Context: an optimization exercise on an open-source flow, tuned for small area. The choices shown serve that exercise and are no tape-out recipe.
Function was checked by simulation only, so behaviour that the tests miss may differ from the original.
The clock port is modelled as an ideal driver, which makes a skipped or thinned clock tree look cheaper than it is; a real chip needs a root buffer or a tree.
No activity file was given, so power comes from the tool's default toggle rates.

PW:
==> flow/design.v <==
module snake(hex3_d,hex2_d,hex1_d,hex0_d,p,sw,button,clk,rst,step);
input clk, rst, step;
input [3:0] sw;
input [2:0] button;
output [6:0] hex0_d, hex1_d, hex2_d, hex3_d;
output [3:0] p;
reg [1:0] hd, td;    
reg [2:0] hs, ts;    
reg blk, tblk, errd, len0;
reg [3:0] regp;
function [4:0] mv;
  input [2:0] s; input [1:0] dir; input b;
  reg t, a, c;
  begin
    t = s[2]; a = s[1]; c = s[0];
    if (!t) begin
      if (dir[0]) mv = {dir[1], !dir[1], s};           
      else mv = {2'b00, 1'b1, b, c ^ dir[1]};          
    end else begin
      if (!dir[0]) mv = {2'b00, 1'b1, a, !c};          
      else mv = {dir[1] & !a, !dir[1] & a, 1'b0, c & !b, !(c ^ b)};   
    end
  end
endfunction
function [1:0] dstep;
  input [1:0] d; input [1:0] st;
  begin
    dstep = {d[1] ^ (st[0] & d[0] | st[1] & !d[0]), d[0] ^ (st[0] | st[1])};
  end
endfunction
wire [1:0] dir = button[2] ? (button[1:0] == 2'b01 ? 2'b11 :
                              button[1:0] == 2'b10 ? 2'b01 : 2'b00) : 2'b10;
wire [3:0] rp = regp | sw;
wire [4:0] hm = mv(hs, dir, blk);
wire [1:0] nd = dstep(hd, hm[4:3]);
wire [2:0] ns = hm[2:0];
wire [3:0] hdo = {hd == 2'd3, hd == 2'd2, hd == 2'd1, hd == 2'd0};
wire [3:0] tdo = {td == 2'd3, td == 2'd2, td == 2'd1, td == 2'd0};
wire [6:0] hso = {hs == 3'd7, hs == 3'd6, hs == 3'd5, hs == 3'd4, hs == 3'd2, hs == 3'd1, hs == 3'd0};
wire [6:0] tso = {ts == 3'd7, ts == 3'd6, ts == 3'd5, ts == 3'd4, ts == 3'd2, ts == 3'd1, ts == 3'd0};
wire [27:0] hit, on;
wire [55:0] tq;
wire [1:0] tdir;
wire [3:0] hitd;
wire err = errd || |hitd;
wire [3:0] pt = dir[1] ? {hdo[1], hdo[2], hdo[3], hdo[0]}
                       : {hdo[0], hdo[1], hdo[2], hdo[3]};
wire [3:0] eatv = pt & rp & {4{!err && hs == 3'b000 && dir[0]}};
wire eat = |eatv;
wire del = !eat;
wire [4:0] tm = mv(ts, tdir, tblk);
wire [1:0] ntd = dstep(td, tm[4:3]);
wire go = rst && step && !err;
wire hw = go && !(del && len0);    
wire tw = go && del && !len0;      
always @(posedge clk) begin
  if (!rst) begin
    hd <= 2'd2; hs <= 3'b001; td <= 2'd2; ts <= 3'b001;
    blk <= 1'b0; tblk <= 1'b0; errd <= 1'b0; len0 <= 1'b1; regp <= 4'd0;
  end else if (step) begin
    regp <= rp & ~eatv;
    if (err) errd <= 1'b1;
    else begin
      hd <= nd; hs <= ns; blk <= dir[1] ^ dir[0];
      if (eat) len0 <= 1'b0;
      if (del && len0) begin
        td <= nd; ts <= ns; tblk <= dir[1] ^ dir[0];
      end else if (del) begin
        td <= ntd; ts <= tm[2:0]; tblk <= tdir[1] ^ tdir[0];
      end
    end
  end
end
localparam [31:0] LIT = 32'b00000001_11110110_11110110_00110111;
wire [3:0] hwd = hdo & {4{hw}};
wire [3:0] twd = tdo & {4{tw}} | {4{!rst}};    
wire [6:0] tsr = tso | {7{!rst}};
wire [3:0] hdv = hdo & {4{!errd}};
genvar g;
generate for (g = 0; g < 32; g = g + 1) begin : c
  localparam integer D = g / 8, S = g % 8;
  if (S != 3) begin : u
    localparam integer J = S > 3 ? S - 1 : S;
    localparam integer K = D * 7 + J;
    snake_cell #(.LIT(LIT[g])) sc (.clk(clk), .errd(errd), .dir(dir),
      .hwd(hwd[D]), .hdv(hdv[D]), .hs(hso[J]),
      .twd(twd[D]), .ts(tso[J]), .tsr(tsr[J]),
      .tq(tq[K*2 +: 2]), .hit(hit[K]), .on(on[K]));
  end
end endgenerate
wire [7:0] tqd;
generate for (g = 0; g < 4; g = g + 1) begin : rd
  assign tqd[g*2 +: 2] = tq[g*14 +: 2] | tq[g*14+2 +: 2] | tq[g*14+4 +: 2] | tq[g*14+6 +: 2]
                       | tq[g*14+8 +: 2] | tq[g*14+10 +: 2] | tq[g*14+12 +: 2];
  assign hitd[g] = |hit[g*7 +: 7] & hdo[g];
end endgenerate
assign tdir = tqd[1:0] & {2{tdo[0]}} | tqd[3:2] & {2{tdo[1]}}
            | tqd[5:4] & {2{tdo[2]}} | tqd[7:6] & {2{tdo[3]}};
assign hex0_d = ~{on[1], on[4], on[3], on[0], on[5], on[6], on[2]};
assign hex1_d = ~{on[8], on[11], on[10], on[7], on[12], on[13], on[9]};
assign hex2_d = ~{on[15], on[18], on[17], on[14], on[19], on[20], on[16]};
assign hex3_d = ~{on[22], on[25], on[24], on[21], on[26], on[27], on[23]};
assign p = ~regp;
endmodule
module snake_cell #(parameter LIT = 1'b0) (
  input clk, input errd, input [1:0] dir,
  input hwd, input hdv, input hs,
  input twd, input ts, input tsr,
  output [1:0] tq, output hit, output on);
reg occ;
reg [1:0] dr;
wire wr = hwd & hs;
always @(posedge clk) begin
  occ <= wr | occ & !(twd & tsr);
  dr <= dir & {2{wr}} | dr & {2{!(twd & tsr)}};
end
assign tq = dr & {2{ts}};
assign hit = occ & hs;
assign on = errd ? LIT : occ | hdv & hs;
endmodule
==> flow/config.mk <==
export PLATFORM = sky130hd
export DESIGN_NAME = snake
export DESIGN_NICKNAME = snake
export VERILOG_FILES = /design/flow/design.v
export SDC_FILE = /design/flow/constraint.sdc
export NUM_CORES = 4
export LEC_CHECK = 0
export CAP_MARGIN = 20
export CORE_MARGIN = 2
export CORE_UTILIZATION = 75
export GPL_TIMING_DRIVEN = 0
export SLEW_MARGIN = 20
==> flow/constraint.sdc <==
create_clock -name core_clock -period 15.0 [get_ports {clk}]
set_input_delay 3.0000 -clock core_clock [delete_from_list [all_inputs] [get_ports {clk}]]
set_output_delay 3.0000 -clock core_clock [all_outputs]
set_load 0.01 [all_outputs]
standard.sh (not shown) runs the stock make flow with config.mk's settings and CLKGATE_MAP_FILE= SYNTH_SCRIPT=/design/flow/synth_recipe.tcl, a recipe that flattens the netlist after the stock synthesis.
==> flow/flow/run.sh <==
#!/bin/bash
# Own layout flow: the standard layout (standard.sh), with these changes:
#  - synthesis maps the logic with an area-oriented ABC script (flow/area.abc)
#    instead of ORFS's speed script; everything else in synthesis (the
#    script synth_recipe.tcl sources, the flattening and renaming) is unchanged,
#    so the registers are the standard synthesis's;
#  - the port buffers are the smallest buffer cell;
#  - the clock tree is built by flow/clock_tree.tcl (a root buffer and seven
#    clkbuf_8 buffers, each driving a seventh of the registers) instead of by
#    TritonCTS;
set -euo pipefail
W=$(pwd)
export OWN_ABC_SCRIPT=$W/flow/area.abc
export OWN_CTS_ROOT=sky130_fd_sc_hd__clkbuf_2
export OWN_CTS_CELL=sky130_fd_sc_hd__clkbuf_8
export OWN_CTS_NBUF=7

# ORFS's synth.tcl with only its ABC call changed
sed 's|log_cmd abc {\*}\$abc_args|log_cmd abc -script $::env(OWN_ABC_SCRIPT) {*}$lib_args {*}$lib_dont_use_args|' \
  "$FLOW_HOME/scripts/synth.tcl" > "$W/own_synth_core.tcl"
grep -q OWN_ABC_SCRIPT "$W/own_synth_core.tcl"
# The standard flow's synthesis script, sourcing that copy
sed "s|source \$::env(SCRIPTS_DIR)/synth.tcl|source $W/own_synth_core.tcl|" synth_recipe.tcl > "$W/own_synth.tcl"
grep -q own_synth_core "$W/own_synth.tcl"
# standard.sh with that synthesis script
sed "s|SYNTH_SCRIPT=[^ ]*|SYNTH_SCRIPT=$W/own_synth.tcl|" standard.sh > "$W/own_standard.sh"
grep -q own_synth.tcl "$W/own_standard.sh"

bash "$W/own_standard.sh" synth > "$W/synth.log" 2>&1
bash "$W/own_standard.sh" finish "BUFFER_PORTS_ARGS=-buffer_cell sky130_fd_sc_hd__buf_1" \
  "PRE_CTS_TCL=$W/flow/clock_tree.tcl" > "$W/layout.log" 2>&1
test -s "$W/out/final.def"
Other scripts of this flow, unchanged in this note and not shown: flow/flow/area.abc, flow/flow/clock_tree.tcl
diff inputs: PW => TR
--- a/flow/design.v
+++ b/flow/design.v
@@ -111,9 +111,9 @@
 reg [1:0] dr;
 wire wr = hwd & hs;
 always @(posedge clk) begin
   occ <= wr | occ & !(twd & tsr);
-  dr <= dir & {2{wr}} | dr & {2{!(twd & tsr)}};
+  if (!occ) dr <= dir;
 end
 assign tq = dr & {2{ts}};
 assign hit = occ & hs;
 assign on = errd ? LIT : occ | hdv & hs;
Results
Compared to PW, TR has fraction of area in registers 11 points higher. Compared TR vs PW, and synthesized instance count is down in TR. Die size: TR exceeds PW. When the final numbers for PW and TR were put side by side, the total iterations of the first detailed-routing run turned out to be greater in TR. As of TR, distinct cell type count of the synthesized netlist had risen by a little under 10% compared to PW. [compare] base=PW new=TR: reported clock group power level, share of flip-flops with an asynchronous set or reset essentially unchanged, area added between synthesis and finish ~0 delta. Looking at the reports, TR completed the entire flow and the layout it produced met the timing, design-rule and antenna checks.
No run of this note takes its clock network from TritonCTS; it comes from the design's own scripts or RTL.

==> port drivers added, routing unchanged <==
The flow's constraints put no driver on any port. The routed layouts listed below were extracted and timed again, unchanged, in two steps. Step 1: set_driving_cell puts a clkbuf_16 on clk and a buf_2 on each other input, an assumption about the parent block. Step 2 times the ports against the registers' clock, not the clock port: input delays grow and output delays shrink by t, the midpoint of the rising clock arrivals with the driver on. Three values: no drivers, after step 1, after step 2; two values: the first two.
run	t (ns)	slack for setup (ns)	worst setup path after step 2	clock arrival spread, ns	slew at the worst register clock pin (ns)
PW	0.617	8.713 / 8.719 / 8.102	input to register	0.008 / 0.009	0.10 / 0.10
TR	0.626	9.350 / 9.362 / 8.738	input to register	0.014 / 0.014	0.11 / 0.11
After both steps setup and hold are still met in every run listed. The setup slack of TR, which loses most, moves by +0.012 ns with the drivers and by -0.612 ns with both steps.
